Context: an optimization exercise on an open-source flow, tuned for small area and a short achievable clock period. The choices shown serve that exercise and are no tape-out recipe. RTL that was checked went through simulation tests only; none was proved equivalent to the original. No functional check of the RTL was part of run 1.

==> flow/design.v <==
module DOUBLY_PIPELINE(clk,xi,yi,r,ang,xf,yf);
input signed [15:0] xi,yi;
input clk;
output signed [15:0] r,ang;
output signed [15:0] xf,yf;
reg signed [15:0] xr, yr;
reg signed [15:0] a2,a3,a4,a5,a6,a7,a8;
reg signed [15:0] b2,b3,b4,b5,b6,b7;
reg        t2;
reg [1:0]  t3;
reg [2:0]  t4;
reg [3:0]  t5;
reg [4:0]  t6;
reg [5:0]  t7;
reg [5:0]  t8;
reg signed [15:0] x2,x3,x4,x5,x6,x7,x8;
reg signed [15:0] y2,y3,y4,y5,y6,y7,y8;
reg signed [15:0] r_q, xf_q, yf_q;
reg [13:0] ang_q;
reg svn2, svn3, svn4, svn5, svn6;         
reg dxn1, dxn2, dxn3, dxn4, dxn5, dxn6;   
wire [15:0] sc_r, sc_x, sc_y;
scale16 u_sr(.v(a8), .q(sc_r));
scale16 u_sx(.v(x8), .q(sc_x));
scale16 u_sy(.v(y8), .q(sc_y));
wire signed [15:0] a1, b1;
wire c_a1, c_b1;
add_skl16 u_a1(.a(xr), .b(yr), .cin(1'b0), .s(a1), .cout(c_a1));
add_skl16 u_b1(.a(yr), .b(~xr), .cin(1'b1), .s(b1), .cout(c_b1));
wire signed [15:0] sh_a2 = b1 >>> 1;
wire [15:0] n_a2; wire co_a2;
add_skl16 u_a2(.a(a1), .b(sh_a2 ^ {16{b1[15]}}), .cin(b1[15]), .s(n_a2), .cout(co_a2));
wire signed [15:0] sh_b2 = a1 >>> 1;
wire [15:0] n_b2; wire co_b2;
add_skl16 u_b2(.a(b1), .b(sh_b2 ^ {16{~b1[15]}}), .cin(~b1[15]), .s(n_b2), .cout(co_b2));
wire signed [15:0] sh_x2 = b1 >>> 1;
wire [15:0] n_x2; wire co_x2;
add_skl16 u_x2(.a(a1), .b(sh_x2 ^ {16{~dxn1}}), .cin(~dxn1), .s(n_x2), .cout(co_x2));
wire signed [15:0] sh_y2 = a1 >>> 1;
wire [15:0] n_y2; wire co_y2;
add_skl16 u_y2(.a(b1), .b(sh_y2 ^ {16{~t3[0]}}), .cin(~t3[0]), .s(n_y2), .cout(co_y2));
wire signed [15:0] sh_a3 = b2 >>> 2;
wire [15:0] n_a3; wire co_a3;
add_skl12 u_a3(.a(a2), .b(sh_a3 ^ {16{b2[15]}}), .cin(b2[15]), .s(n_a3), .cout(co_a3));
wire signed [15:0] sh_b3 = a2 >>> 2;
wire [15:0] n_b3; wire co_b3;
add_skl12 u_b3(.a(b2), .b(sh_b3 ^ {16{svn2}}), .cin(svn2), .s(n_b3), .cout(co_b3));
wire signed [15:0] sh_a4 = b3 >>> 3;
wire [15:0] n_a4; wire co_a4;
add_skl12 u_a4(.a(a3), .b(sh_a4 ^ {16{b3[15]}}), .cin(b3[15]), .s(n_a4), .cout(co_a4));
wire signed [15:0] sh_b4 = a3 >>> 3;
wire [15:0] n_b4; wire co_b4;
add_skl12 u_b4(.a(b3), .b(sh_b4 ^ {16{svn3}}), .cin(svn3), .s(n_b4), .cout(co_b4));
wire signed [15:0] sh_a5 = b4 >>> 4;
wire [15:0] n_a5; wire co_a5;
add_skl12 u_a5(.a(a4), .b(sh_a5 ^ {16{b4[15]}}), .cin(b4[15]), .s(n_a5), .cout(co_a5));
wire signed [15:0] sh_b5 = a4 >>> 4;
wire [15:0] n_b5; wire co_b5;
add_skl12 u_b5(.a(b4), .b(sh_b5 ^ {16{svn4}}), .cin(svn4), .s(n_b5), .cout(co_b5));
wire signed [15:0] sh_a6 = b5 >>> 5;
wire [15:0] n_a6; wire co_a6;
add_skl12 u_a6(.a(a5), .b(sh_a6 ^ {16{b5[15]}}), .cin(b5[15]), .s(n_a6), .cout(co_a6));
wire signed [15:0] sh_b6 = a5 >>> 5;
wire [15:0] n_b6; wire co_b6;
add_skl12 u_b6(.a(b5), .b(sh_b6 ^ {16{svn5}}), .cin(svn5), .s(n_b6), .cout(co_b6));
wire signed [15:0] sh_a7 = b6 >>> 6;
wire [15:0] n_a7; wire co_a7;
add_skl12 u_a7(.a(a6), .b(sh_a7 ^ {16{b6[15]}}), .cin(b6[15]), .s(n_a7), .cout(co_a7));
wire signed [15:0] sh_b7 = a6 >>> 6;
wire [15:0] n_b7; wire co_b7;
add_skl12 u_b7(.a(b6), .b(sh_b7 ^ {16{svn6}}), .cin(svn6), .s(n_b7), .cout(co_b7));
wire signed [15:0] sh_a8 = b7 >>> 7;
wire [15:0] n_a8; wire co_a8;
add_skl12 u_a8(.a(a7), .b(sh_a8 ^ {16{b7[15]}}), .cin(b7[15]), .s(n_a8), .cout(co_a8));
wire signed [15:0] sh_x3 = y2 >>> 2;
wire [15:0] n_x3; wire co_x3;
add_skl12 u_x3(.a(x2), .b(sh_x3 ^ {16{~dxn2}}), .cin(~dxn2), .s(n_x3), .cout(co_x3));
wire signed [15:0] sh_y3 = x2 >>> 2;
wire [15:0] n_y3; wire co_y3;
add_skl12 u_y3(.a(y2), .b(sh_y3 ^ {16{~t4[1]}}), .cin(~t4[1]), .s(n_y3), .cout(co_y3));
wire signed [15:0] sh_x4 = y3 >>> 3;
wire [15:0] n_x4; wire co_x4;
add_skl12 u_x4(.a(x3), .b(sh_x4 ^ {16{~dxn3}}), .cin(~dxn3), .s(n_x4), .cout(co_x4));
wire signed [15:0] sh_y4 = x3 >>> 3;
wire [15:0] n_y4; wire co_y4;
add_skl12 u_y4(.a(y3), .b(sh_y4 ^ {16{~t5[2]}}), .cin(~t5[2]), .s(n_y4), .cout(co_y4));
wire signed [15:0] sh_x5 = y4 >>> 4;
wire [15:0] n_x5; wire co_x5;
add_skl12 u_x5(.a(x4), .b(sh_x5 ^ {16{~dxn4}}), .cin(~dxn4), .s(n_x5), .cout(co_x5));
wire signed [15:0] sh_y5 = x4 >>> 4;
wire [15:0] n_y5; wire co_y5;
add_skl12 u_y5(.a(y4), .b(sh_y5 ^ {16{~t6[3]}}), .cin(~t6[3]), .s(n_y5), .cout(co_y5));
wire signed [15:0] sh_x6 = y5 >>> 5;
wire [15:0] n_x6; wire co_x6;
add_skl12 u_x6(.a(x5), .b(sh_x6 ^ {16{~dxn5}}), .cin(~dxn5), .s(n_x6), .cout(co_x6));
wire signed [15:0] sh_y6 = x5 >>> 5;
wire [15:0] n_y6; wire co_y6;
add_skl12 u_y6(.a(y5), .b(sh_y6 ^ {16{~t7[4]}}), .cin(~t7[4]), .s(n_y6), .cout(co_y6));
wire signed [15:0] sh_x7 = y6 >>> 6;
wire [15:0] n_x7; wire co_x7;
add_skl12 u_x7(.a(x6), .b(sh_x7 ^ {16{~dxn6}}), .cin(~dxn6), .s(n_x7), .cout(co_x7));
wire signed [15:0] sh_y7 = x6 >>> 6;
wire [15:0] n_y7; wire co_y7;
add_skl12 u_y7(.a(y6), .b(sh_y7 ^ {16{~t8[5]}}), .cin(~t8[5]), .s(n_y7), .cout(co_y7));
wire signed [15:0] sh_x8 = y7 >>> 7;
wire [15:0] n_x8; wire co_x8;
add_skl12 u_x8(.a(x7), .b(sh_x8 ^ {16{1'b1}}), .cin(1'b1), .s(n_x8), .cout(co_x8));
wire signed [15:0] sh_y8 = x7 >>> 7;
wire [15:0] n_y8; wire co_y8;
add_skl12 u_y8(.a(y7), .b(sh_y8 ^ {16{1'b0}}), .cin(1'b0), .s(n_y8), .cout(co_y8));
wire [13:0] ang_half = 14'd4928 - (t8[0] ? 14'd2657 : 14'd0) - (t8[1] ? 14'd1404 : 14'd0)
                     - (t8[2] ? 14'd713 : 14'd0) - (t8[3] ? 14'd358 : 14'd0)
                     - (t8[4] ? 14'd179 : 14'd0) - (t8[5] ? 14'd89 : 14'd0);
always @(posedge clk) begin
  xr <= xi;
  yr <= yi;
  a2 <= n_a2; b2 <= n_b2;
  a3 <= n_a3; b3 <= n_b3;
  a4 <= n_a4; b4 <= n_b4;
  a5 <= n_a5; b5 <= n_b5;
  a6 <= n_a6; b6 <= n_b6;
  a7 <= n_a7; b7 <= n_b7;
  a8 <= n_a8;
  t2 <= b1[15];
  t3 <= {b2[15], t2};
  t4 <= {b3[15], t3};
  t5 <= {b4[15], t4};
  t6 <= {b5[15], t5};
  t7 <= {b6[15], t6};
  t8 <= t7;
  x2 <= n_x2; y2 <= n_y2;
  x3 <= n_x3; y3 <= n_y3;
  x4 <= n_x4; y4 <= n_y4;
  x5 <= n_x5; y5 <= n_y5;
  x6 <= n_x6; y6 <= n_y6;
  x7 <= n_x7; y7 <= n_y7;
  x8 <= n_x8; y8 <= n_y8;
  r_q   <= sc_r;
  xf_q  <= sc_x;
  yf_q  <= sc_y;
  ang_q <= ang_half;
  svn2 <= ~n_b2[15];
  svn3 <= ~n_b3[15];
  svn4 <= ~n_b4[15];
  svn5 <= ~n_b5[15];
  svn6 <= ~n_b6[15];
  dxn1 <= ~t2;
  dxn2 <= ~t3[1];
  dxn3 <= ~t4[2];
  dxn4 <= ~t5[3];
  dxn5 <= ~t6[4];
  dxn6 <= ~t7[5];
end
assign r = r_q;
assign xf = xf_q;
assign yf = yf_q;
assign ang = {ang_q[13], ang_q, 1'b0};
endmodule
module add_skl12(input [15:0] a, b, input cin, output [15:0] s, output cout);
wire [15:0] p = a ^ b; wire [15:0] g = a & b;
wire gg0 = g[0] | (p[0] & cin);
wire gg1 = g[2] | (p[2] & g[1]); wire pp1 = p[2] & p[1];
wire gg2 = g[4] | (p[4] & g[3]); wire pp2 = p[4] & p[3];
wire gg3 = g[6] | (p[6] & g[5]); wire pp3 = p[6] & p[5];
wire gg4 = g[8] | (p[8] & g[7]); wire pp4 = p[8] & p[7];
wire gg5 = g[10] | (p[10] & g[9]); wire pp5 = p[10] & p[9];
wire gg6 = g[1] | (p[1] & gg0);
wire gg7 = gg1 | (pp1 & gg0);
wire gg8 = g[5] | (p[5] & gg2); wire pp8 = p[5] & pp2;
wire gg9 = gg3 | (pp3 & gg2); wire pp9 = pp3 & pp2;
wire gg10 = g[9] | (p[9] & gg4); wire pp10 = p[9] & pp4;
wire gg11 = gg5 | (pp5 & gg4); wire pp11 = pp5 & pp4;
wire gg12 = g[3] | (p[3] & gg7);
wire gg13 = gg2 | (pp2 & gg7);
wire gg14 = gg8 | (pp8 & gg7);
wire gg15 = gg9 | (pp9 & gg7);
wire gg16 = g[11] | (p[11] & gg11); wire pp16 = p[11] & pp11;
wire gg17 = g[7] | (p[7] & gg15);
wire gg18 = gg4 | (pp4 & gg15);
wire gg19 = gg10 | (pp10 & gg15);
wire gg20 = gg11 | (pp11 & gg15);
wire gg21 = gg16 | (pp16 & gg15);
assign s[0] = p[0] ^ cin;
assign s[1] = p[1] ^ gg0;
assign s[2] = p[2] ^ gg6;
assign s[3] = p[3] ^ gg7;
assign s[4] = p[4] ^ gg12;
assign s[5] = p[5] ^ gg13;
assign s[6] = p[6] ^ gg14;
assign s[7] = p[7] ^ gg15;
assign s[8] = p[8] ^ gg17;
assign s[9] = p[9] ^ gg18;
assign s[10] = p[10] ^ gg19;
assign s[11] = p[11] ^ gg20;
wire [16:12] c; assign c[12] = gg21;
assign s[12] = a[12]^b[12]^c[12]; assign c[13] = (a[12]&b[12]) | (c[12]&(a[12]^b[12]));
assign s[13] = a[13]^b[13]^c[13]; assign c[14] = (a[13]&b[13]) | (c[13]&(a[13]^b[13]));
assign s[14] = a[14]^b[14]^c[14]; assign c[15] = (a[14]&b[14]) | (c[14]&(a[14]^b[14]));
assign s[15] = a[15]^b[15]^c[15]; assign c[16] = (a[15]&b[15]) | (c[15]&(a[15]^b[15]));
assign cout = c[16];
endmodule
module add_skl16(input [15:0] a, b, input cin, output [15:0] s, output cout);
wire [15:0] p = a ^ b; wire [15:0] g = a & b;
wire gg0 = g[0] | (p[0] & cin);
wire gg1 = g[2] | (p[2] & g[1]); wire pp1 = p[2] & p[1];
wire gg2 = g[4] | (p[4] & g[3]); wire pp2 = p[4] & p[3];
wire gg3 = g[6] | (p[6] & g[5]); wire pp3 = p[6] & p[5];
wire gg4 = g[8] | (p[8] & g[7]); wire pp4 = p[8] & p[7];
wire gg5 = g[10] | (p[10] & g[9]); wire pp5 = p[10] & p[9];
wire gg6 = g[12] | (p[12] & g[11]); wire pp6 = p[12] & p[11];
wire gg7 = g[14] | (p[14] & g[13]); wire pp7 = p[14] & p[13];
wire gg8 = g[1] | (p[1] & gg0);
wire gg9 = gg1 | (pp1 & gg0);
wire gg10 = g[5] | (p[5] & gg2); wire pp10 = p[5] & pp2;
wire gg11 = gg3 | (pp3 & gg2); wire pp11 = pp3 & pp2;
wire gg12 = g[9] | (p[9] & gg4); wire pp12 = p[9] & pp4;
wire gg13 = gg5 | (pp5 & gg4); wire pp13 = pp5 & pp4;
wire gg14 = g[13] | (p[13] & gg6); wire pp14 = p[13] & pp6;
wire gg15 = gg7 | (pp7 & gg6); wire pp15 = pp7 & pp6;
wire gg16 = g[3] | (p[3] & gg9);
wire gg17 = gg2 | (pp2 & gg9);
wire gg18 = gg10 | (pp10 & gg9);
wire gg19 = gg11 | (pp11 & gg9);
wire gg20 = g[11] | (p[11] & gg13); wire pp20 = p[11] & pp13;
wire gg21 = gg6 | (pp6 & gg13); wire pp21 = pp6 & pp13;
wire gg22 = gg14 | (pp14 & gg13); wire pp22 = pp14 & pp13;
wire gg23 = gg15 | (pp15 & gg13); wire pp23 = pp15 & pp13;
wire gg24 = g[7] | (p[7] & gg19);
wire gg25 = gg4 | (pp4 & gg19);
wire gg26 = gg12 | (pp12 & gg19);
wire gg27 = gg13 | (pp13 & gg19);
wire gg28 = gg20 | (pp20 & gg19);
wire gg29 = gg21 | (pp21 & gg19);
wire gg30 = gg22 | (pp22 & gg19);
wire gg31 = gg23 | (pp23 & gg19);
wire gg32 = g[15] | (p[15] & gg31);
assign s[0] = p[0] ^ cin;
assign s[1] = p[1] ^ gg0;
assign s[2] = p[2] ^ gg8;
assign s[3] = p[3] ^ gg9;
assign s[4] = p[4] ^ gg16;
assign s[5] = p[5] ^ gg17;
assign s[6] = p[6] ^ gg18;
assign s[7] = p[7] ^ gg19;
assign s[8] = p[8] ^ gg24;
assign s[9] = p[9] ^ gg25;
assign s[10] = p[10] ^ gg26;
assign s[11] = p[11] ^ gg27;
assign s[12] = p[12] ^ gg28;
assign s[13] = p[13] ^ gg29;
assign s[14] = p[14] ^ gg30;
assign s[15] = p[15] ^ gg31;
assign cout = gg32;
endmodule
module scale16(input [15:0] v, output [15:0] q);
wire [15:0] nv = ~v;
wire fs0 = v[13] ^ v[7]; wire fc0 = v[13] & v[7];
wire fs1 = v[14] ^ v[8] ^ v[5]; wire fc1 = (v[14] & v[8]) | (v[14] & v[5]) | (v[8] & v[5]);
wire fs2 = nv[12] ^ nv[10]; wire fc2 = nv[12] & nv[10];
wire fs3 = v[9] ^ v[6] ^ nv[15]; wire fc3 = (v[9] & v[6]) | (v[9] & nv[15]) | (v[6] & nv[15]);
wire fs4 = v[13] ^ v[11] ^ v[3]; wire fc4 = (v[13] & v[11]) | (v[13] & v[3]) | (v[11] & v[3]);
wire fs5 = v[10] ^ v[7] ^ nv[14]; wire fc5 = (v[10] & v[7]) | (v[10] & nv[14]) | (v[7] & nv[14]);
wire fs6 = nv[12] ^ nv[4]; wire fc6 = nv[12] & nv[4];
wire fs7 = v[15] ^ v[11] ^ v[8]; wire fc7 = (v[15] & v[11]) | (v[15] & v[8]) | (v[11] & v[8]);
wire fs8 = v[13] ^ v[5] ^ v[3]; wire fc8 = (v[13] & v[5]) | (v[13] & v[3]) | (v[5] & v[3]);
wire fs9 = v[12] ^ v[9] ^ nv[14]; wire fc9 = (v[12] & v[9]) | (v[12] & nv[14]) | (v[9] & nv[14]);
wire fs10 = nv[6] ^ nv[4]; wire fc10 = nv[6] & nv[4];
wire fs11 = v[15] ^ v[13] ^ v[10]; wire fc11 = (v[15] & v[13]) | (v[15] & v[10]) | (v[13] & v[10]);
wire fs12 = v[14] ^ v[11] ^ v[0]; wire fc12 = (v[14] & v[11]) | (v[14] & v[0]) | (v[11] & v[0]);
wire fs13 = v[12] ^ v[1]; wire fc13 = v[12] & v[1];
wire fs14 = v[13] ^ v[2] ^ v[0]; wire fc14 = (v[13] & v[2]) | (v[13] & v[0]) | (v[2] & v[0]);
wire fs15 = v[14] ^ v[3] ^ v[1]; wire fc15 = (v[14] & v[3]) | (v[14] & v[1]) | (v[3] & v[1]);
wire fs16 = v[15] ^ nv[11]; wire fc16 = v[15] & nv[11];
wire fs17 = v[4] ^ v[2] ^ nv[15]; wire fc17 = (v[4] & v[2]) | (v[4] & nv[15]) | (v[2] & nv[15]);
wire fs18 = v[5] ^ v[3]; wire fc18 = v[5] & v[3];
wire fs19 = v[6] ^ v[4]; wire fc19 = v[6] & v[4];
wire fs20 = v[11] ^ v[5] ^ v[2]; wire fc20 = (v[11] & v[5]) | (v[11] & v[2]) | (v[5] & v[2]);
wire fs21 = v[12] ^ v[6] ^ v[3]; wire fc21 = (v[12] & v[6]) | (v[12] & v[3]) | (v[6] & v[3]);
wire fs22 = nv[10] ^ nv[8]; wire fc22 = nv[10] & nv[8];
wire fs23 = fs0 ^ v[4] ^ nv[11]; wire fc23 = (fs0 & v[4]) | (fs0 & nv[11]) | (v[4] & nv[11]);
wire fs24 = v[9] ^ v[1] ^ v[15]; wire fc24 = (v[9] & v[1]) | (v[9] & v[15]) | (v[1] & v[15]);
wire fs25 = fc0 ^ fs1 ^ fs2; wire fc25 = (fc0 & fs1) | (fc0 & fs2) | (fs1 & fs2);
wire fs26 = v[2] ^ v[0] ^ ~1'b1; wire fc26 = (v[2] & v[0]) | (v[2] & ~1'b1) | (v[0] & ~1'b1);
wire fs27 = fc1 ^ fc2 ^ fs3; wire fc27 = (fc1 & fc2) | (fc1 & fs3) | (fc2 & fs3);
wire fs28 = fs4 ^ v[1] ^ ~1'b1; wire fc28 = (fs4 & v[1]) | (fs4 & ~1'b1) | (v[1] & ~1'b1);
wire fs29 = fc3 ^ fs5 ^ fs6; wire fc29 = (fc3 & fs5) | (fc3 & fs6) | (fs5 & fs6);
wire fs30 = fc4 ^ v[2] ^ ~1'b1; wire fc30 = (fc4 & v[2]) | (fc4 & ~1'b1) | (v[2] & ~1'b1);
wire fs31 = fc5 ^ fc6 ^ fs7; wire fc31 = (fc5 & fc6) | (fc5 & fs7) | (fc6 & fs7);
wire fs32 = fs8 ^ v[0] ^ ~1'b1; wire fc32 = (fs8 & v[0]) | (fs8 & ~1'b1) | (v[0] & ~1'b1);
wire fs33 = fc7 ^ fs9 ^ fs10; wire fc33 = (fc7 & fs9) | (fc7 & fs10) | (fs9 & fs10);
wire fs34 = fc8 ^ v[1] ^ ~1'b1; wire fc34 = (fc8 & v[1]) | (fc8 & ~1'b1) | (v[1] & ~1'b1);
wire fs35 = fc9 ^ fc10 ^ fs11; wire fc35 = (fc9 & fc10) | (fc9 & fs11) | (fc10 & fs11);
wire fs36 = v[7] ^ v[5] ^ v[2]; wire fc36 = (v[7] & v[5]) | (v[7] & v[2]) | (v[5] & v[2]);
wire fs37 = fc11 ^ fs12 ^ nv[8]; wire fc37 = (fc11 & fs12) | (fc11 & nv[8]) | (fs12 & nv[8]);
wire fs38 = v[6] ^ v[3] ^ ~1'b1; wire fc38 = (v[6] & v[3]) | (v[6] & ~1'b1) | (v[3] & ~1'b1);
wire fs39 = fc12 ^ fs13 ^ nv[15]; wire fc39 = (fc12 & fs13) | (fc12 & nv[15]) | (fs13 & nv[15]);
wire fs40 = v[9] ^ v[7] ^ v[4]; wire fc40 = (v[9] & v[7]) | (v[9] & v[4]) | (v[7] & v[4]);
wire fs41 = fc13 ^ fs14 ^ nv[10]; wire fc41 = (fc13 & fs14) | (fc13 & nv[10]) | (fs14 & nv[10]);
wire fs42 = v[8] ^ v[5] ^ ~1'b1; wire fc42 = (v[8] & v[5]) | (v[8] & ~1'b1) | (v[5] & ~1'b1);
wire fs43 = fc14 ^ fs15 ^ fs16; wire fc43 = (fc14 & fs15) | (fc14 & fs16) | (fs15 & fs16);
wire fs44 = v[9] ^ v[6] ^ ~1'b1; wire fc44 = (v[9] & v[6]) | (v[9] & ~1'b1) | (v[6] & ~1'b1);
wire fs45 = fc15 ^ fc16 ^ fs17; wire fc45 = (fc15 & fc16) | (fc15 & fs17) | (fc16 & fs17);
wire fs46 = v[12] ^ v[10] ^ v[7]; wire fc46 = (v[12] & v[10]) | (v[12] & v[7]) | (v[10] & v[7]);
wire fs47 = fc17 ^ fs18 ^ nv[13]; wire fc47 = (fc17 & fs18) | (fc17 & nv[13]) | (fs18 & nv[13]);
wire fs48 = v[11] ^ v[8] ^ ~1'b1; wire fc48 = (v[11] & v[8]) | (v[11] & ~1'b1) | (v[8] & ~1'b1);
wire fs49 = fc18 ^ fs19 ^ nv[14]; wire fc49 = (fc18 & fs19) | (fc18 & nv[14]) | (fs19 & nv[14]);
wire fs50 = v[12] ^ v[9] ^ ~1'b1; wire fc50 = (v[12] & v[9]) | (v[12] & ~1'b1) | (v[9] & ~1'b1);
wire fs51 = fc19 ^ v[15] ^ v[7]; wire fc51 = (fc19 & v[15]) | (fc19 & v[7]) | (v[15] & v[7]);
wire fs52 = nv[5] ^ v[13] ^ v[10]; wire fc52 = (nv[5] & v[13]) | (nv[5] & v[10]) | (v[13] & v[10]);
wire fs53 = v[8] ^ v[6] ^ nv[14]; wire fc53 = (v[8] & v[6]) | (v[8] & nv[14]) | (v[6] & nv[14]);
wire fs54 = nv[11] ^ 1'b1; wire fc54 = nv[11] & 1'b1;
wire fs55 = v[15] ^ v[9] ^ v[7]; wire fc55 = (v[15] & v[9]) | (v[15] & v[7]) | (v[9] & v[7]);
wire fs56 = v[10] ^ v[8]; wire fc56 = v[10] & v[8];
wire fs57 = v[11] ^ v[9]; wire fc57 = v[11] & v[9];
wire fs58 = fs20 ^ nv[9]; wire fc58 = fs20 & nv[9];
wire fs59 = fc20 ^ fs21 ^ fs22; wire fc59 = (fc20 & fs21) | (fc20 & fs22) | (fs21 & fs22);
wire fs60 = fc21 ^ fc22 ^ fs23; wire fc60 = (fc21 & fc22) | (fc21 & fs23) | (fc22 & fs23);
wire fs61 = fc23 ^ fs25 ^ ~fc24; wire fc61 = (fc23 & fs25) | (fc23 & ~fc24) | (fs25 & ~fc24);
wire fs62 = fc25 ^ fs27 ^ ~fc26; wire fc62 = (fc25 & fs27) | (fc25 & ~fc26) | (fs27 & ~fc26);
wire fs63 = fc27 ^ fs29 ^ ~fc28; wire fc63 = (fc27 & fs29) | (fc27 & ~fc28) | (fs29 & ~fc28);
wire fs64 = fc29 ^ fs31 ^ ~fc30; wire fc64 = (fc29 & fs31) | (fc29 & ~fc30) | (fs31 & ~fc30);
wire fs65 = fc31 ^ fs33 ^ ~fc32; wire fc65 = (fc31 & fs33) | (fc31 & ~fc32) | (fs33 & ~fc32);
wire fs66 = fc33 ^ fs35 ^ ~fc34; wire fc66 = (fc33 & fs35) | (fc33 & ~fc34) | (fs35 & ~fc34);
wire fs67 = fc35 ^ fs37 ^ ~fc36; wire fc67 = (fc35 & fs37) | (fc35 & ~fc36) | (fs37 & ~fc36);
wire fs68 = fc37 ^ fs39 ^ ~fc38; wire fc68 = (fc37 & fs39) | (fc37 & ~fc38) | (fs39 & ~fc38);
wire fs69 = fc39 ^ fs41 ^ ~fc40; wire fc69 = (fc39 & fs41) | (fc39 & ~fc40) | (fs41 & ~fc40);
wire fs70 = fc41 ^ fs43 ^ ~fc42; wire fc70 = (fc41 & fs43) | (fc41 & ~fc42) | (fs43 & ~fc42);
wire fs71 = fc43 ^ fs45 ^ ~fc44; wire fc71 = (fc43 & fs45) | (fc43 & ~fc44) | (fs45 & ~fc44);
wire fs72 = fc45 ^ fs47 ^ ~fc46; wire fc72 = (fc45 & fs47) | (fc45 & ~fc46) | (fs47 & ~fc46);
wire fs73 = fc47 ^ fs49 ^ ~fc48; wire fc73 = (fc47 & fs49) | (fc47 & ~fc48) | (fs49 & ~fc48);
wire fs74 = fc49 ^ fs51 ^ ~fc50; wire fc74 = (fc49 & fs51) | (fc49 & ~fc50) | (fs51 & ~fc50);
wire fs75 = fc51 ^ fs53 ^ fs54; wire fc75 = (fc51 & fs53) | (fc51 & fs54) | (fs53 & fs54);
wire fs76 = fc53 ^ fc54 ^ fs55; wire fc76 = (fc53 & fc54) | (fc53 & fs55) | (fc54 & fs55);
wire fs77 = fc55 ^ fs56 ^ nv[13]; wire fc77 = (fc55 & fs56) | (fc55 & nv[13]) | (fs56 & nv[13]);
wire fs78 = fc56 ^ fs57 ^ nv[14]; wire fc78 = (fc56 & fs57) | (fc56 & nv[14]) | (fs57 & nv[14]);
wire fs79 = fc57 ^ v[15] ^ v[12]; wire fc79 = (fc57 & v[15]) | (fc57 & v[12]) | (v[15] & v[12]);
wire fs80 = v[13] ^ v[11]; wire fc80 = v[13] & v[11];
wire fs81 = v[14] ^ v[12]; wire fc81 = v[14] & v[12];
wire fs82 = fs58 ^ nv[7]; wire fc82 = fs58 & nv[7];
wire fs83 = fc58 ^ fs59 ^ nv[0]; wire fc83 = (fc58 & fs59) | (fc58 & nv[0]) | (fs59 & nv[0]);
wire fs84 = fc59 ^ fs60 ^ ~fs24; wire fc84 = (fc59 & fs60) | (fc59 & ~fs24) | (fs60 & ~fs24);
wire fs85 = fc60 ^ fs61 ^ ~fs26; wire fc85 = (fc60 & fs61) | (fc60 & ~fs26) | (fs61 & ~fs26);
wire fs86 = fc61 ^ fs62 ^ ~fs28; wire fc86 = (fc61 & fs62) | (fc61 & ~fs28) | (fs62 & ~fs28);
wire fs87 = fc62 ^ fs63 ^ ~fs30; wire fc87 = (fc62 & fs63) | (fc62 & ~fs30) | (fs63 & ~fs30);
wire fs88 = fc63 ^ fs64 ^ ~fs32; wire fc88 = (fc63 & fs64) | (fc63 & ~fs32) | (fs64 & ~fs32);
wire fs89 = fc64 ^ fs65 ^ ~fs34; wire fc89 = (fc64 & fs65) | (fc64 & ~fs34) | (fs65 & ~fs34);
wire fs90 = fc65 ^ fs66 ^ ~fs36; wire fc90 = (fc65 & fs66) | (fc65 & ~fs36) | (fs66 & ~fs36);
wire fs91 = fc66 ^ fs67 ^ ~fs38; wire fc91 = (fc66 & fs67) | (fc66 & ~fs38) | (fs67 & ~fs38);
wire fs92 = fc67 ^ fs68 ^ ~fs40; wire fc92 = (fc67 & fs68) | (fc67 & ~fs40) | (fs68 & ~fs40);
wire fs93 = fc68 ^ fs69 ^ ~fs42; wire fc93 = (fc68 & fs69) | (fc68 & ~fs42) | (fs69 & ~fs42);
wire fs94 = fc69 ^ fs70 ^ ~fs44; wire fc94 = (fc69 & fs70) | (fc69 & ~fs44) | (fs70 & ~fs44);
wire fs95 = fc70 ^ fs71 ^ ~fs46; wire fc95 = (fc70 & fs71) | (fc70 & ~fs46) | (fs71 & ~fs46);
wire fs96 = fc71 ^ fs72 ^ ~fs48; wire fc96 = (fc71 & fs72) | (fc71 & ~fs48) | (fs72 & ~fs48);
wire fs97 = fc72 ^ fs73 ^ ~fs50; wire fc97 = (fc72 & fs73) | (fc72 & ~fs50) | (fs73 & ~fs50);
wire fs98 = fc73 ^ fs74 ^ ~fs52; wire fc98 = (fc73 & fs74) | (fc73 & ~fs52) | (fs74 & ~fs52);
wire fs99 = fc74 ^ fs75 ^ ~fc52; wire fc99 = (fc74 & fs75) | (fc74 & ~fc52) | (fs75 & ~fc52);
wire fs100 = fc75 ^ fs76 ^ nv[12]; wire fc100 = (fc75 & fs76) | (fc75 & nv[12]) | (fs76 & nv[12]);
wire fs101 = fc76 ^ fs77 ^ 1'b1; wire fc101 = (fc76 & fs77) | (fc76 & 1'b1) | (fs77 & 1'b1);
wire fs102 = fc77 ^ fs78 ^ 1'b1; wire fc102 = (fc77 & fs78) | (fc77 & 1'b1) | (fs78 & 1'b1);
wire fs103 = fc78 ^ fs79 ^ v[10]; wire fc103 = (fc78 & fs79) | (fc78 & v[10]) | (fs79 & v[10]);
wire fs104 = fc79 ^ fs80 ^ 1'b1; wire fc104 = (fc79 & fs80) | (fc79 & 1'b1) | (fs80 & 1'b1);
wire fs105 = fc80 ^ fs81 ^ 1'b1; wire fc105 = (fc80 & fs81) | (fc80 & 1'b1) | (fs81 & 1'b1);
wire fs106 = fc81 ^ v[13] ^ nv[15]; wire fc106 = (fc81 & v[13]) | (fc81 & nv[15]) | (v[13] & nv[15]);
wire fs107 = v[14] ^ 1'b1; wire fc107 = v[14] & 1'b1;
wire [27:0] ra = {1'b1, fc107, fc106, fc105, fc104, fc103, fc102, fc101, fc100, fc99, fc98, fc97, fc96, fc95, fc94, fc93, fc92, fc91, fc90, fc89, fc88, fc87, fc86, fc85, fc84, fc83, fc82, fs82};
wire [27:0] rb = {1'b0, nv[15], fs107, fs106, fs105, fs104, fs103, fs102, fs101, fs100, fs99, fs98, fs97, fs96, fs95, fs94, fs93, fs92, fs91, fs90, fs89, fs88, fs87, fs86, fs85, fs84, fs83, 1'b1};
wire [27:0] rs; wire rco;
scale16_fin u_fin(.a(ra), .b(rb), .cin(1'b0), .s(rs), .cout(rco));
assign q = rs[27:12];
endmodule
module scale16_fin(input [27:0] a, b, input cin, output [27:0] s, output cout);
wire [27:0] p = a ^ b; wire [27:0] g = a & b;
wire gg0 = g[0] | (p[0] & cin);
wire gg1 = g[2] | (p[2] & g[1]); wire pp1 = p[2] & p[1];
wire gg2 = g[4] | (p[4] & g[3]); wire pp2 = p[4] & p[3];
wire gg3 = g[6] | (p[6] & g[5]); wire pp3 = p[6] & p[5];
wire gg4 = g[8] | (p[8] & g[7]); wire pp4 = p[8] & p[7];
wire gg5 = g[10] | (p[10] & g[9]); wire pp5 = p[10] & p[9];
wire gg6 = g[12] | (p[12] & g[11]); wire pp6 = p[12] & p[11];
wire gg7 = g[14] | (p[14] & g[13]); wire pp7 = p[14] & p[13];
wire gg8 = g[16] | (p[16] & g[15]); wire pp8 = p[16] & p[15];
wire gg9 = g[18] | (p[18] & g[17]); wire pp9 = p[18] & p[17];
wire gg10 = g[20] | (p[20] & g[19]); wire pp10 = p[20] & p[19];
wire gg11 = g[22] | (p[22] & g[21]); wire pp11 = p[22] & p[21];
wire gg12 = g[24] | (p[24] & g[23]); wire pp12 = p[24] & p[23];
wire gg13 = g[26] | (p[26] & g[25]); wire pp13 = p[26] & p[25];
wire gg14 = g[1] | (p[1] & gg0);
wire gg15 = gg1 | (pp1 & gg0);
wire gg16 = g[5] | (p[5] & gg2); wire pp16 = p[5] & pp2;
wire gg17 = gg3 | (pp3 & gg2); wire pp17 = pp3 & pp2;
wire gg18 = g[9] | (p[9] & gg4); wire pp18 = p[9] & pp4;
wire gg19 = gg5 | (pp5 & gg4); wire pp19 = pp5 & pp4;
wire gg20 = g[13] | (p[13] & gg6); wire pp20 = p[13] & pp6;
wire gg21 = gg7 | (pp7 & gg6); wire pp21 = pp7 & pp6;
wire gg22 = g[17] | (p[17] & gg8); wire pp22 = p[17] & pp8;
wire gg23 = gg9 | (pp9 & gg8); wire pp23 = pp9 & pp8;
wire gg24 = g[21] | (p[21] & gg10); wire pp24 = p[21] & pp10;
wire gg25 = gg11 | (pp11 & gg10); wire pp25 = pp11 & pp10;
wire gg26 = g[25] | (p[25] & gg12); wire pp26 = p[25] & pp12;
wire gg27 = gg13 | (pp13 & gg12); wire pp27 = pp13 & pp12;
wire gg28 = g[3] | (p[3] & gg15);
wire gg29 = gg2 | (pp2 & gg15);
wire gg30 = gg16 | (pp16 & gg15);
wire gg31 = gg17 | (pp17 & gg15);
wire gg32 = g[11] | (p[11] & gg19); wire pp32 = p[11] & pp19;
wire gg33 = gg6 | (pp6 & gg19); wire pp33 = pp6 & pp19;
wire gg34 = gg20 | (pp20 & gg19); wire pp34 = pp20 & pp19;
wire gg35 = gg21 | (pp21 & gg19); wire pp35 = pp21 & pp19;
wire gg36 = g[19] | (p[19] & gg23); wire pp36 = p[19] & pp23;
wire gg37 = gg10 | (pp10 & gg23); wire pp37 = pp10 & pp23;
wire gg38 = gg24 | (pp24 & gg23); wire pp38 = pp24 & pp23;
wire gg39 = gg25 | (pp25 & gg23); wire pp39 = pp25 & pp23;
wire gg40 = g[27] | (p[27] & gg27); wire pp40 = p[27] & pp27;
wire gg41 = g[7] | (p[7] & gg31);
wire gg42 = gg4 | (pp4 & gg31);
wire gg43 = gg18 | (pp18 & gg31);
wire gg44 = gg19 | (pp19 & gg31);
wire gg45 = gg32 | (pp32 & gg31);
wire gg46 = gg33 | (pp33 & gg31);
wire gg47 = gg34 | (pp34 & gg31);
wire gg48 = gg35 | (pp35 & gg31);
wire gg49 = g[23] | (p[23] & gg39); wire pp49 = p[23] & pp39;
wire gg50 = gg12 | (pp12 & gg39); wire pp50 = pp12 & pp39;
wire gg51 = gg26 | (pp26 & gg39); wire pp51 = pp26 & pp39;
wire gg52 = gg27 | (pp27 & gg39); wire pp52 = pp27 & pp39;
wire gg53 = gg40 | (pp40 & gg39); wire pp53 = pp40 & pp39;
wire gg54 = g[15] | (p[15] & gg48);
wire gg55 = gg8 | (pp8 & gg48);
wire gg56 = gg22 | (pp22 & gg48);
wire gg57 = gg23 | (pp23 & gg48);
wire gg58 = gg36 | (pp36 & gg48);
wire gg59 = gg37 | (pp37 & gg48);
wire gg60 = gg38 | (pp38 & gg48);
wire gg61 = gg39 | (pp39 & gg48);
wire gg62 = gg49 | (pp49 & gg48);
wire gg63 = gg50 | (pp50 & gg48);
wire gg64 = gg51 | (pp51 & gg48);
wire gg65 = gg52 | (pp52 & gg48);
wire gg66 = gg53 | (pp53 & gg48);
assign s[0] = p[0] ^ cin;
assign s[1] = p[1] ^ gg0;
assign s[2] = p[2] ^ gg14;
assign s[3] = p[3] ^ gg15;
assign s[4] = p[4] ^ gg28;
assign s[5] = p[5] ^ gg29;
assign s[6] = p[6] ^ gg30;
assign s[7] = p[7] ^ gg31;
assign s[8] = p[8] ^ gg41;
assign s[9] = p[9] ^ gg42;
assign s[10] = p[10] ^ gg43;
assign s[11] = p[11] ^ gg44;
assign s[12] = p[12] ^ gg45;
assign s[13] = p[13] ^ gg46;
assign s[14] = p[14] ^ gg47;
assign s[15] = p[15] ^ gg48;
assign s[16] = p[16] ^ gg54;
assign s[17] = p[17] ^ gg55;
assign s[18] = p[18] ^ gg56;
assign s[19] = p[19] ^ gg57;
assign s[20] = p[20] ^ gg58;
assign s[21] = p[21] ^ gg59;
assign s[22] = p[22] ^ gg60;
assign s[23] = p[23] ^ gg61;
assign s[24] = p[24] ^ gg62;
assign s[25] = p[25] ^ gg63;
assign s[26] = p[26] ^ gg64;
assign s[27] = p[27] ^ gg65;
assign cout = gg66;
endmodule
==> flow/run.sh <==
#!/bin/bash
# synth_recipe.tcl (not shown) runs the flow's synth.tcl, then flattens the netlist and writes it again
# the make line also repeats each setting of config.mk as NAME=value (left out here)
make -C /OpenROAD-flow-scripts/flow DESIGN_CONFIG=/design/flow/config.mk WORK_HOME=/design/flow/orfs CLKGATE_MAP_FILE= SYNTH_SCRIPT=/design/flow/synth_recipe.tcl finish
==> flow/config.mk <==
export PLATFORM = sky130hd
export DESIGN_NAME = DOUBLY_PIPELINE
export DESIGN_NICKNAME = DOUBLY_PIPELINE
export VERILOG_FILES = /design/flow/design.v
export SDC_FILE = /design/flow/constraint.sdc
export NUM_CORES = 4
export LEC_CHECK = 0
export CAP_MARGIN = 20
export CORE_MARGIN = 2
export CORE_UTILIZATION = 40
export CTS_CLUSTER_DIAMETER = 200
export CTS_CLUSTER_SIZE = 25
export SLEW_MARGIN = 20
==> flow/constraint.sdc <==
create_clock -name core_clock -period 22.0 [get_ports {clk}]
set_input_delay 4.4000 -clock core_clock [delete_from_list [all_inputs] [get_ports {clk}]]
set_output_delay 4.4000 -clock core_clock [all_outputs]
set_load 0.01 [all_outputs]
==> results of run 1 <==
## cells by family after synthesis
kind of cell	after synthesis
adder cells (fa/ha/maj)	935
buffers and inverters	772
XOR/XNOR	609
flip-flops	557
AND/OR/NAND/NOR	452
multiplexers	16
other	1
AO/OA/AOI/OAI	454
## metal layers
layer	GRT usage (%)	wire, µm	up-vias
met5	0	0	-
met4	3.17	1620	0
met3	1.39	1580	86
met2	26.7	35700	246
met1	17.9	32500	10900
li1	-	-	12200
## path summary, 6_finish.rpt
path                        start              end  slack (ns)  depth (start not counted)
hold reg to reg     t7[2]$_DFF_P_    t8[2]$_DFF_P_        0.33                          0
hold / removal      t7[2]$_DFF_P_    t8[2]$_DFF_P_        0.33                          0
setup reg to reg    a8[9]$_DFF_P_  r_q[14]$_DFF_P_       16.42                         19
setup / recovery  r_q[15]$_DFF_P_            r[15]       16.04                          1
## metrics by stage
step | instances | area [µm²] | setup WS, ns
3_3_place_gp | 5148 | 42000 | 16.47
2_1_floorplan | 3796 | 39600 | 16.94
5_1_grt | 5176 | 42700 | 15.95
3_5_place_dp | 5148 | 42000 | 16.43
4_1_cts | 5176 | 42700 | 15.94
6_report | 5176 | 42700 | 16.04
## final cells by class
type                            count  area share (%)
Timing Repair Buffer              106            2.42
Tap cell                         1287            3.77
Clock inverter                      2          0.0850
Sequential cell                   557            26.1
Clock buffer                       26            1.52
Multi-Input combinational cell   2467            59.7
Inverter                          731            6.44
## synth_stat cells, types with 6 or more instances
cell type,number,area (µm²)
o41ai_1,14,123
nand3_1,20,100
a31o_2,20,175
and4_1,6,52.6
dfxtp_1,557,11200
buf_2,13,65.1
xor2_1,264,2310
fa_1,380,7610
nand2_1,70,263
mux2_2,7,78.8
nand4_1,12,75.1
a21o_1,109,818
o211ai_1,7,52.6
o21a_1,40,300
o21bai_1,16,120
inv_1,728,2730
and3_1,10,62.6
ha_1,555,6940
nand2b_1,53,332
o21ai_0,41,205
a21oi_1,105,526
and2_1,9,56.3
clkbuf_1,12,45.0
a31o_1,8,70.1
o21ba_2,12,120
a211oi_1,8,60.1
nor2_1,175,657
nor2b_1,18,113
xnor2_1,342,3000
nor3_1,63,315
buf_1,14,52.6
o21ai_1,12,60.1
==> summary.txt, run 1 <==
status=timing/DRC/antenna clean; DP HPWL=61100 µm; pin count of the biggest net entering global routing=26; total track usage=14.4%; sequential-to-total area share from yosys stat=28.2%; Routed Wire Length=71400 µm; I/O pin total=97; critical setup path kind=reg2out; final setup fails=0; Max-cap violations=0; register bit count reported by yosys=557; initial antenna violation count=0; worst slew pin tran=0.898 ns; Multi-input gate area=25500 µm²; worst min-delay path class=reg2reg; wire per inst=13.8 µm; normalized max-slew margin=39.7%; Hold Violations, Final=0; 1st-pass router iterations=5; Num CTS Buffers=26; CTS tree=built; Syn Area/Cell=10.4 µm²; commonest cells after routing, fill and taps aside=inv_1, dfxtp_1, ha_1; Setup Fix Bufs, Post-CTS=0; main combinational cell family by area after synthesis=adder cells; Adder-Cell Fraction of Synth Area=36.8%; width of the die=318 µm; CP peak stage delay=0.56 ns; Antenna Nets Post-Route=0; detailed-route vias per instance=4.52; CP max stage cell=clkdlybuf4s50_1; Post-synth EDFFs=0; Clock transition at path regs=0.10 ns; Starting Density=40.3%; height of the chip=318 µm; WHS=0.333 ns; num rows=115; Skew-Pair Late Insertion Delay=0.62 ns; clock root buffer=clkbuf_16; Setup crit start kind=register; Util after Layout=43.5%; Worst setup EP type=primary output; mapped cell area=39600 µm²; first-pass GRT wire length=121000 µm; most common cell after layout, fill and taps aside=inv_1; H-tree lvl count=1; Fmax achieved=168 MHz; Synth Area in XOR/XNOR=13.5%; nets@finish=4857; asr flop ratio synth=0%; family with the most delay on the worst path=buffers and inverters; Synth Area in Compound Gates=8.16%; PortBufs=95; critical path arrival=1.56 ns; Sum Neg Setup Slack=0 ns; mux contribution to synthesized area=0.471%; CP Cell Sequence=clkdlybuf4s50_1; Ys Warns=1; period utilisation layout=27.1%; simple-gate share of the synthesized area=5.43%; worst-case clock buffer depth=3; Remaining Overflow, GRT=0; Fin Clk Skew=0.0223 ns; via count of the first global-routing pass=24600; antenna cells=0; drt drc=0; cells after synthesis=3796; Post-synth top flop=dfxtp_1; post_cts resized=0; DRC marker count from the first detailed-route iteration=738; CP required=17.60 ns; cts hold-fix bufs=0; die area=101000 µm²; RSZ-0062 raised after global routing=no; Distinct cells, synth=81; pins over their slew limit=0; shortest period the worst path allows=5.96 ns; Max FO, Critical Path=1; fillers=9411; P&R area growth vs syn=7.97%; register area=11200 µm²; Buf+Inv Stages, Crit Path=1; core area=98100 µm²; share of layout cells above drive strength 1=2.70%; vias=23400; clock sinks=557; placer congestion estimate=0.872; Syn Nets=4764
==> inputs of run 2 (changes only) <==
--- a/flow/design.v
+++ b/flow/design.v
@@ -41,73 +41,73 @@
 add_skl16 u_y2(.a(b1), .b(sh_y2 ^ {16{~t3[0]}}), .cin(~t3[0]), .s(n_y2), .cout(co_y2));
 wire signed [15:0] sh_a3 = b2 >>> 2;
 wire [15:0] n_a3; wire co_a3;
-add_skl12 u_a3(.a(a2), .b(sh_a3 ^ {16{b2[15]}}), .cin(b2[15]), .s(n_a3), .cout(co_a3));
+add_skl10 u_a3(.a(a2), .b(sh_a3 ^ {16{b2[15]}}), .cin(b2[15]), .s(n_a3), .cout(co_a3));
 wire signed [15:0] sh_b3 = a2 >>> 2;
 wire [15:0] n_b3; wire co_b3;
-add_skl12 u_b3(.a(b2), .b(sh_b3 ^ {16{svn2}}), .cin(svn2), .s(n_b3), .cout(co_b3));
+add_skl10 u_b3(.a(b2), .b(sh_b3 ^ {16{svn2}}), .cin(svn2), .s(n_b3), .cout(co_b3));
 wire signed [15:0] sh_a4 = b3 >>> 3;
 wire [15:0] n_a4; wire co_a4;
-add_skl12 u_a4(.a(a3), .b(sh_a4 ^ {16{b3[15]}}), .cin(b3[15]), .s(n_a4), .cout(co_a4));
+add_skl10 u_a4(.a(a3), .b(sh_a4 ^ {16{b3[15]}}), .cin(b3[15]), .s(n_a4), .cout(co_a4));
 wire signed [15:0] sh_b4 = a3 >>> 3;
 wire [15:0] n_b4; wire co_b4;
-add_skl12 u_b4(.a(b3), .b(sh_b4 ^ {16{svn3}}), .cin(svn3), .s(n_b4), .cout(co_b4));
+add_skl10 u_b4(.a(b3), .b(sh_b4 ^ {16{svn3}}), .cin(svn3), .s(n_b4), .cout(co_b4));
 wire signed [15:0] sh_a5 = b4 >>> 4;
 wire [15:0] n_a5; wire co_a5;
-add_skl12 u_a5(.a(a4), .b(sh_a5 ^ {16{b4[15]}}), .cin(b4[15]), .s(n_a5), .cout(co_a5));
+add_skl10 u_a5(.a(a4), .b(sh_a5 ^ {16{b4[15]}}), .cin(b4[15]), .s(n_a5), .cout(co_a5));
 wire signed [15:0] sh_b5 = a4 >>> 4;
 wire [15:0] n_b5; wire co_b5;
-add_skl12 u_b5(.a(b4), .b(sh_b5 ^ {16{svn4}}), .cin(svn4), .s(n_b5), .cout(co_b5));
+add_skl10 u_b5(.a(b4), .b(sh_b5 ^ {16{svn4}}), .cin(svn4), .s(n_b5), .cout(co_b5));
 wire signed [15:0] sh_a6 = b5 >>> 5;
 wire [15:0] n_a6; wire co_a6;
-add_skl12 u_a6(.a(a5), .b(sh_a6 ^ {16{b5[15]}}), .cin(b5[15]), .s(n_a6), .cout(co_a6));
+add_skl10 u_a6(.a(a5), .b(sh_a6 ^ {16{b5[15]}}), .cin(b5[15]), .s(n_a6), .cout(co_a6));
 wire signed [15:0] sh_b6 = a5 >>> 5;
 wire [15:0] n_b6; wire co_b6;
-add_skl12 u_b6(.a(b5), .b(sh_b6 ^ {16{svn5}}), .cin(svn5), .s(n_b6), .cout(co_b6));
+add_skl10 u_b6(.a(b5), .b(sh_b6 ^ {16{svn5}}), .cin(svn5), .s(n_b6), .cout(co_b6));
 wire signed [15:0] sh_a7 = b6 >>> 6;
 wire [15:0] n_a7; wire co_a7;
-add_skl12 u_a7(.a(a6), .b(sh_a7 ^ {16{b6[15]}}), .cin(b6[15]), .s(n_a7), .cout(co_a7));
+add_skl10 u_a7(.a(a6), .b(sh_a7 ^ {16{b6[15]}}), .cin(b6[15]), .s(n_a7), .cout(co_a7));
 wire signed [15:0] sh_b7 = a6 >>> 6;
 wire [15:0] n_b7; wire co_b7;
-add_skl12 u_b7(.a(b6), .b(sh_b7 ^ {16{svn6}}), .cin(svn6), .s(n_b7), .cout(co_b7));
+add_skl10 u_b7(.a(b6), .b(sh_b7 ^ {16{svn6}}), .cin(svn6), .s(n_b7), .cout(co_b7));
 wire signed [15:0] sh_a8 = b7 >>> 7;
 wire [15:0] n_a8; wire co_a8;
-add_skl12 u_a8(.a(a7), .b(sh_a8 ^ {16{b7[15]}}), .cin(b7[15]), .s(n_a8), .cout(co_a8));
+add_skl10 u_a8(.a(a7), .b(sh_a8 ^ {16{b7[15]}}), .cin(b7[15]), .s(n_a8), .cout(co_a8));
 wire signed [15:0] sh_x3 = y2 >>> 2;
 wire [15:0] n_x3; wire co_x3;
-add_skl12 u_x3(.a(x2), .b(sh_x3 ^ {16{~dxn2}}), .cin(~dxn2), .s(n_x3), .cout(co_x3));
+add_skl10 u_x3(.a(x2), .b(sh_x3 ^ {16{~dxn2}}), .cin(~dxn2), .s(n_x3), .cout(co_x3));
 wire signed [15:0] sh_y3 = x2 >>> 2;
 wire [15:0] n_y3; wire co_y3;
-add_skl12 u_y3(.a(y2), .b(sh_y3 ^ {16{~t4[1]}}), .cin(~t4[1]), .s(n_y3), .cout(co_y3));
+add_skl10 u_y3(.a(y2), .b(sh_y3 ^ {16{~t4[1]}}), .cin(~t4[1]), .s(n_y3), .cout(co_y3));
 wire signed [15:0] sh_x4 = y3 >>> 3;
 wire [15:0] n_x4; wire co_x4;
-add_skl12 u_x4(.a(x3), .b(sh_x4 ^ {16{~dxn3}}), .cin(~dxn3), .s(n_x4), .cout(co_x4));
+add_skl10 u_x4(.a(x3), .b(sh_x4 ^ {16{~dxn3}}), .cin(~dxn3), .s(n_x4), .cout(co_x4));
 wire signed [15:0] sh_y4 = x3 >>> 3;
 wire [15:0] n_y4; wire co_y4;
-add_skl12 u_y4(.a(y3), .b(sh_y4 ^ {16{~t5[2]}}), .cin(~t5[2]), .s(n_y4), .cout(co_y4));
+add_skl10 u_y4(.a(y3), .b(sh_y4 ^ {16{~t5[2]}}), .cin(~t5[2]), .s(n_y4), .cout(co_y4));
 wire signed [15:0] sh_x5 = y4 >>> 4;
 wire [15:0] n_x5; wire co_x5;
-add_skl12 u_x5(.a(x4), .b(sh_x5 ^ {16{~dxn4}}), .cin(~dxn4), .s(n_x5), .cout(co_x5));
+add_skl10 u_x5(.a(x4), .b(sh_x5 ^ {16{~dxn4}}), .cin(~dxn4), .s(n_x5), .cout(co_x5));
 wire signed [15:0] sh_y5 = x4 >>> 4;
 wire [15:0] n_y5; wire co_y5;
-add_skl12 u_y5(.a(y4), .b(sh_y5 ^ {16{~t6[3]}}), .cin(~t6[3]), .s(n_y5), .cout(co_y5));
+add_skl10 u_y5(.a(y4), .b(sh_y5 ^ {16{~t6[3]}}), .cin(~t6[3]), .s(n_y5), .cout(co_y5));
 wire signed [15:0] sh_x6 = y5 >>> 5;
 wire [15:0] n_x6; wire co_x6;
-add_skl12 u_x6(.a(x5), .b(sh_x6 ^ {16{~dxn5}}), .cin(~dxn5), .s(n_x6), .cout(co_x6));
+add_skl10 u_x6(.a(x5), .b(sh_x6 ^ {16{~dxn5}}), .cin(~dxn5), .s(n_x6), .cout(co_x6));
 wire signed [15:0] sh_y6 = x5 >>> 5;
 wire [15:0] n_y6; wire co_y6;
-add_skl12 u_y6(.a(y5), .b(sh_y6 ^ {16{~t7[4]}}), .cin(~t7[4]), .s(n_y6), .cout(co_y6));
+add_skl10 u_y6(.a(y5), .b(sh_y6 ^ {16{~t7[4]}}), .cin(~t7[4]), .s(n_y6), .cout(co_y6));
 wire signed [15:0] sh_x7 = y6 >>> 6;
 wire [15:0] n_x7; wire co_x7;
-add_skl12 u_x7(.a(x6), .b(sh_x7 ^ {16{~dxn6}}), .cin(~dxn6), .s(n_x7), .cout(co_x7));
+add_skl10 u_x7(.a(x6), .b(sh_x7 ^ {16{~dxn6}}), .cin(~dxn6), .s(n_x7), .cout(co_x7));
 wire signed [15:0] sh_y7 = x6 >>> 6;
 wire [15:0] n_y7; wire co_y7;
-add_skl12 u_y7(.a(y6), .b(sh_y7 ^ {16{~t8[5]}}), .cin(~t8[5]), .s(n_y7), .cout(co_y7));
+add_skl10 u_y7(.a(y6), .b(sh_y7 ^ {16{~t8[5]}}), .cin(~t8[5]), .s(n_y7), .cout(co_y7));
 wire signed [15:0] sh_x8 = y7 >>> 7;
 wire [15:0] n_x8; wire co_x8;
-add_skl12 u_x8(.a(x7), .b(sh_x8 ^ {16{1'b1}}), .cin(1'b1), .s(n_x8), .cout(co_x8));
+add_skl10 u_x8(.a(x7), .b(sh_x8 ^ {16{1'b1}}), .cin(1'b1), .s(n_x8), .cout(co_x8));
 wire signed [15:0] sh_y8 = x7 >>> 7;
 wire [15:0] n_y8; wire co_y8;
-add_skl12 u_y8(.a(y7), .b(sh_y8 ^ {16{1'b0}}), .cin(1'b0), .s(n_y8), .cout(co_y8));
+add_skl10 u_y8(.a(y7), .b(sh_y8 ^ {16{1'b0}}), .cin(1'b0), .s(n_y8), .cout(co_y8));
 wire [13:0] ang_half = 14'd4928 - (t8[0] ? 14'd2657 : 14'd0) - (t8[1] ? 14'd1404 : 14'd0)
                      - (t8[2] ? 14'd713 : 14'd0) - (t8[3] ? 14'd358 : 14'd0)
                      - (t8[4] ? 14'd179 : 14'd0) - (t8[5] ? 14'd89 : 14'd0);
@@ -156,43 +156,38 @@
 assign yf = yf_q;
 assign ang = {ang_q[13], ang_q, 1'b0};
 endmodule
-module add_skl12(input [15:0] a, b, input cin, output [15:0] s, output cout);
+module add_skl10(input [15:0] a, b, input cin, output [15:0] s, output cout);
 wire [15:0] p = a ^ b; wire [15:0] g = a & b;
 wire gg0 = g[0] | (p[0] & cin);
 wire gg1 = g[2] | (p[2] & g[1]); wire pp1 = p[2] & p[1];
 wire gg2 = g[4] | (p[4] & g[3]); wire pp2 = p[4] & p[3];
 wire gg3 = g[6] | (p[6] & g[5]); wire pp3 = p[6] & p[5];
 wire gg4 = g[8] | (p[8] & g[7]); wire pp4 = p[8] & p[7];
-wire gg5 = g[10] | (p[10] & g[9]); wire pp5 = p[10] & p[9];
-wire gg6 = g[1] | (p[1] & gg0);
-wire gg7 = gg1 | (pp1 & gg0);
-wire gg8 = g[5] | (p[5] & gg2); wire pp8 = p[5] & pp2;
-wire gg9 = gg3 | (pp3 & gg2); wire pp9 = pp3 & pp2;
-wire gg10 = g[9] | (p[9] & gg4); wire pp10 = p[9] & pp4;
-wire gg11 = gg5 | (pp5 & gg4); wire pp11 = pp5 & pp4;
-wire gg12 = g[3] | (p[3] & gg7);
-wire gg13 = gg2 | (pp2 & gg7);
-wire gg14 = gg8 | (pp8 & gg7);
-wire gg15 = gg9 | (pp9 & gg7);
-wire gg16 = g[11] | (p[11] & gg11); wire pp16 = p[11] & pp11;
-wire gg17 = g[7] | (p[7] & gg15);
-wire gg18 = gg4 | (pp4 & gg15);
-wire gg19 = gg10 | (pp10 & gg15);
-wire gg20 = gg11 | (pp11 & gg15);
-wire gg21 = gg16 | (pp16 & gg15);
+wire gg5 = g[1] | (p[1] & gg0);
+wire gg6 = gg1 | (pp1 & gg0);
+wire gg7 = g[5] | (p[5] & gg2); wire pp7 = p[5] & pp2;
+wire gg8 = gg3 | (pp3 & gg2); wire pp8 = pp3 & pp2;
+wire gg9 = g[9] | (p[9] & gg4); wire pp9 = p[9] & pp4;
+wire gg10 = g[3] | (p[3] & gg6);
+wire gg11 = gg2 | (pp2 & gg6);
+wire gg12 = gg7 | (pp7 & gg6);
+wire gg13 = gg8 | (pp8 & gg6);
+wire gg14 = g[7] | (p[7] & gg13);
+wire gg15 = gg4 | (pp4 & gg13);
+wire gg16 = gg9 | (pp9 & gg13);
 assign s[0] = p[0] ^ cin;
 assign s[1] = p[1] ^ gg0;
-assign s[2] = p[2] ^ gg6;
-assign s[3] = p[3] ^ gg7;
-assign s[4] = p[4] ^ gg12;
-assign s[5] = p[5] ^ gg13;
-assign s[6] = p[6] ^ gg14;
-assign s[7] = p[7] ^ gg15;
-assign s[8] = p[8] ^ gg17;
-assign s[9] = p[9] ^ gg18;
-assign s[10] = p[10] ^ gg19;
-assign s[11] = p[11] ^ gg20;
-wire [16:12] c; assign c[12] = gg21;
+assign s[2] = p[2] ^ gg5;
+assign s[3] = p[3] ^ gg6;
+assign s[4] = p[4] ^ gg10;
+assign s[5] = p[5] ^ gg11;
+assign s[6] = p[6] ^ gg12;
+assign s[7] = p[7] ^ gg13;
+assign s[8] = p[8] ^ gg14;
+assign s[9] = p[9] ^ gg15;
+wire [16:10] c; assign c[10] = gg16;
+assign s[10] = a[10]^b[10]^c[10]; assign c[11] = (a[10]&b[10]) | (c[10]&(a[10]^b[10]));
+assign s[11] = a[11]^b[11]^c[11]; assign c[12] = (a[11]&b[11]) | (c[11]&(a[11]^b[11]));
 assign s[12] = a[12]^b[12]^c[12]; assign c[13] = (a[12]&b[12]) | (c[12]&(a[12]^b[12]));
 assign s[13] = a[13]^b[13]^c[13]; assign c[14] = (a[13]&b[13]) | (c[13]&(a[13]^b[13]));
 assign s[14] = a[14]^b[14]^c[14]; assign c[15] = (a[14]&b[14]) | (c[14]&(a[14]^b[14]));
==> run 2 against run 1 <==
Worst setup slack better by 0.085 ns. Critical path type unchanged. Maximum frequency is 1.4% higher. Design area is 2.5% lower.
==> summary.txt, run 2 <==
Critical R2R Launch=a8[15]$_DFF_P_; Sum Neg Setup Slack=0 ns (unchanged); Antenna Nets Post-Route=0 (unchanged); cts hold-fix bufs=0 (unchanged); met3 GRT Util=1.30% (-0.089 points); pins over their slew limit=0 (unchanged); num rows=113 (-1.7%); Num CTS Buffers=26 (unchanged); via count of the first global-routing pass=23300 (-5.0%); status=timing/DRC/antenna clean; Buf+Inv Stages, Crit Path=1 (unchanged); DRC marker count from the first detailed-route iteration=553 (-25%); Syn Area/Cell=10.8 µm² (+4.0%); initial antenna violation count=0 (unchanged); fin worst setup slack=16.13 ns (+0.0848 ns); Hold Violations, Final=0 (unchanged); CP Cell Sequence=clkdlybuf4s50_1; CP required=17.60 ns (about the same); Syn Nets=4535 (-4.8%); sequential-to-total area share from yosys stat=28.9% (+0.72 points); Skew-Pair Late Insertion Delay=0.62 ns (about the same); 1st-pass router iterations=5 (unchanged); drt drc=0 (unchanged); pre-CTS WS=16.41 ns (-0.0201 ns); most frequent cells after synthesis=inv_1, dfxtp_1, ha_1; most frequent cell after synthesis=inv_1; I/O pin total=97 (unchanged); shortest period the worst path allows=5.87 ns (-0.0848 ns); register bit count reported by yosys=557 (unchanged); R2R cell count=16 (-3); family with the most delay on the worst path=buffers and inverters; busiest layer in global routing=met2; die area=98900 µm² (-2.5%); total track usage=14.0% (-0.30 points); worst min-delay path class=reg2reg; Post-synth EDFFs=0 (unchanged); CP Launch Point=xf_q[14]$_DFF_P_; P&R area growth vs syn=8.01% (about the same); Fmax achieved=170 MHz (+1.4%); Routed Wire Length=66100 µm (-7.3%); pin count of the biggest net entering global routing=31 (+19%); share of layout cells above drive strength 1=2.06% (-0.64 points); Setup Fix Bufs, Post-CTS=0 (unchanged); most common cell after layout, fill and taps aside=inv_1; worst slew pin tran=0.922 ns (+0.0240 ns); CTS tree=built; nets@finish=4620 (-4.9%); core area=95300 µm² (-2.9%); worst-case clock buffer depth=3 (unchanged); r2r setup slk=16.44 ns (+0.02 ns); Setup crit start kind=register; post_cts resized=0 (unchanged); fillers=9138 (-2.9%); RSZ-0062 raised after global routing=no; clock sinks=557 (unchanged); H-tree lvl count=1 (unchanged); mapped cell area=38600 µm² (-2.5%); period utilisation layout=26.7% (-0.39 points); Max-cap violations=0 (unchanged); placed insts=4882 (-5.2%); Max FO, Critical Path=1 (unchanged); normalized max-slew margin=38.4% (-1.4 points); Fin Clk Skew=0.0285 ns (+0.00627 ns); height of the chip=315 µm (-1.2%); met2 GRT Util=26.0% (-0.64 points); asr flop ratio synth=0% (unchanged); crit path capture=xf[14]; width of the die=315 µm (-1.2%); Distinct cells, synth=74 (-8.6%); met1 usage=17.9% (+0.064 points); post-synth top area share=28.9% (+0.72 points); cells after synthesis=3560 (-6.2%); placer congestion estimate=0.883 (+1.2%); critical path arrival=1.47 ns (-0.09 ns); wire per inst=13.5 µm (-2.3%); Worst setup EP type=primary output; synth top area cells=dfxtp_1, fa_1, ha_1; vias=21300 (-8.8%); FF-to-FF End=r_q[14]$_DFF_P_; antenna cells=0 (unchanged); commonest cells after routing, fill and taps aside=inv_1, dfxtp_1, ha_1; DP HPWL=57100 µm (-6.5%); Clock transition at path regs=0.10 ns (about the same); clock root buffer=clkbuf_16; post-synth top area cell=dfxtp_1; Remaining Overflow, GRT=0 (unchanged); Post-synth top flop=dfxtp_1; Crit path depth=1 (unchanged); PortBufs=95 (unchanged); CP peak stage delay=0.53 ns (-0.03 ns); Starting Density=40.5% (+0.17 points); Ys Warns=1 (unchanged); detailed-route vias per instance=4.35 (-3.9%); first-pass GRT wire length=115000 µm (-5.0%); critical setup path kind=reg2out; CP max stage cell=clkdlybuf4s50_1; final setup fails=0 (unchanged); Util after Layout=43.7% (+0.19 points); final std cells w/o fill=4911 (-5.1%)
==> run 2: cell types whose count changed after synthesis, sizes merged, moves of 31 or more <==
cell,delta
nor3,-31
ha,-32
xnor2,-37
nor2,-85
fa,+39
nand2,-34
==> run 2: area by class of cell <==
type	count	area (µm²)	area share [%]
Tap cell	1265	1580	3.80
Multi-Input combinational cell	2225	24500	58.7
Inverter	734	2760	6.61
Sequential cell	557	11200	26.8
Timing Repair Buffer	101	996	2.39
Clock buffer	27	676	1.62
Clock inverter	2	25.0	0.0601
==> run 2: per-layer routing <==
| layer | up-vias | routed length (µm) |
|---|---|---|
| li1 | 11200 | - |
| met1 | 9924 | 30400 |
| met2 | 170 | 33300 |
| met3 | 50 | 1430 |
| met4 | 0 | 1000 |
| met5 | - | 0 |
==> run 2: through the flow <==
step	hold WS (ns)	instance area, µm²
after detailed placement	0.312	41000
final	0.331	41700
after global placement	0.311	41000
after global routing	0.323	41700
after floorplan	0.310	38600
after CTS	0.322	41700
==> run 2: worst min-delay path by stage <==
stage,start,cells past startpoint,endpoint,slack [ns]
3_5_place_dp,t7[1]$_DFF_P_,0,t8[1]$_DFF_P_,0.31
4_1_cts,t7[3]$_DFF_P_,0,t8[3]$_DFF_P_,0.32
5_1_grt,t7[3]$_DFF_P_,0,t8[3]$_DFF_P_,0.32
3_3_place_gp,t7[2]$_DFF_P_,0,t8[2]$_DFF_P_,0.31
6_report,t7[3]$_DFF_P_,0,t8[3]$_DFF_P_,0.33
2_1_floorplan,t4[0]$_DFF_P_,0,t5[0]$_DFF_P_,0.31
==> run 2: cells by family after synthesis <==
kind of cell | count (synthesis) | synth area share, %
DFF | 557 | 28.9
muxes | 14 | 0.399
and+or+nand+nor | 285 | 3.72
AOI/OAI and AO/OA | 396 | 7.23
adders and majority gates | 942 | 38.7
xor gates and xnor gates | 587 | 13.4
other | 1 | 0.00972
buffers and inverters | 778 | 7.66

what the ideal ports hide:
The flow's constraints put no driver on any port. The routed layouts listed below were extracted and timed again, unchanged, in two steps.
Step 1, drivers: a clkbuf_16 drives clk and a buf_2 each remaining input, both assumed.
Step 2 moves the port delays by t, midway between the first and last clock arrival at a register: inputs arrive t later, outputs are due t later. That takes back most of the time a late clock gives input paths.
Three values: ideal ports, drivers, drivers and shift; two values: the first two.
run	t, ns	setup WS [ns]	hold slack, ns	latest minus earliest clock arrival (ns)
run 1	0.678	16.043 / 15.978 / 16.425	0.333 / 0.333 / 0.333	0.023 / 0.022
run 2	0.657	16.128 / 16.068 / 16.435	0.331 / 0.331 / 0.331	0.039 / 0.039
After both steps every run listed still meets setup and hold.
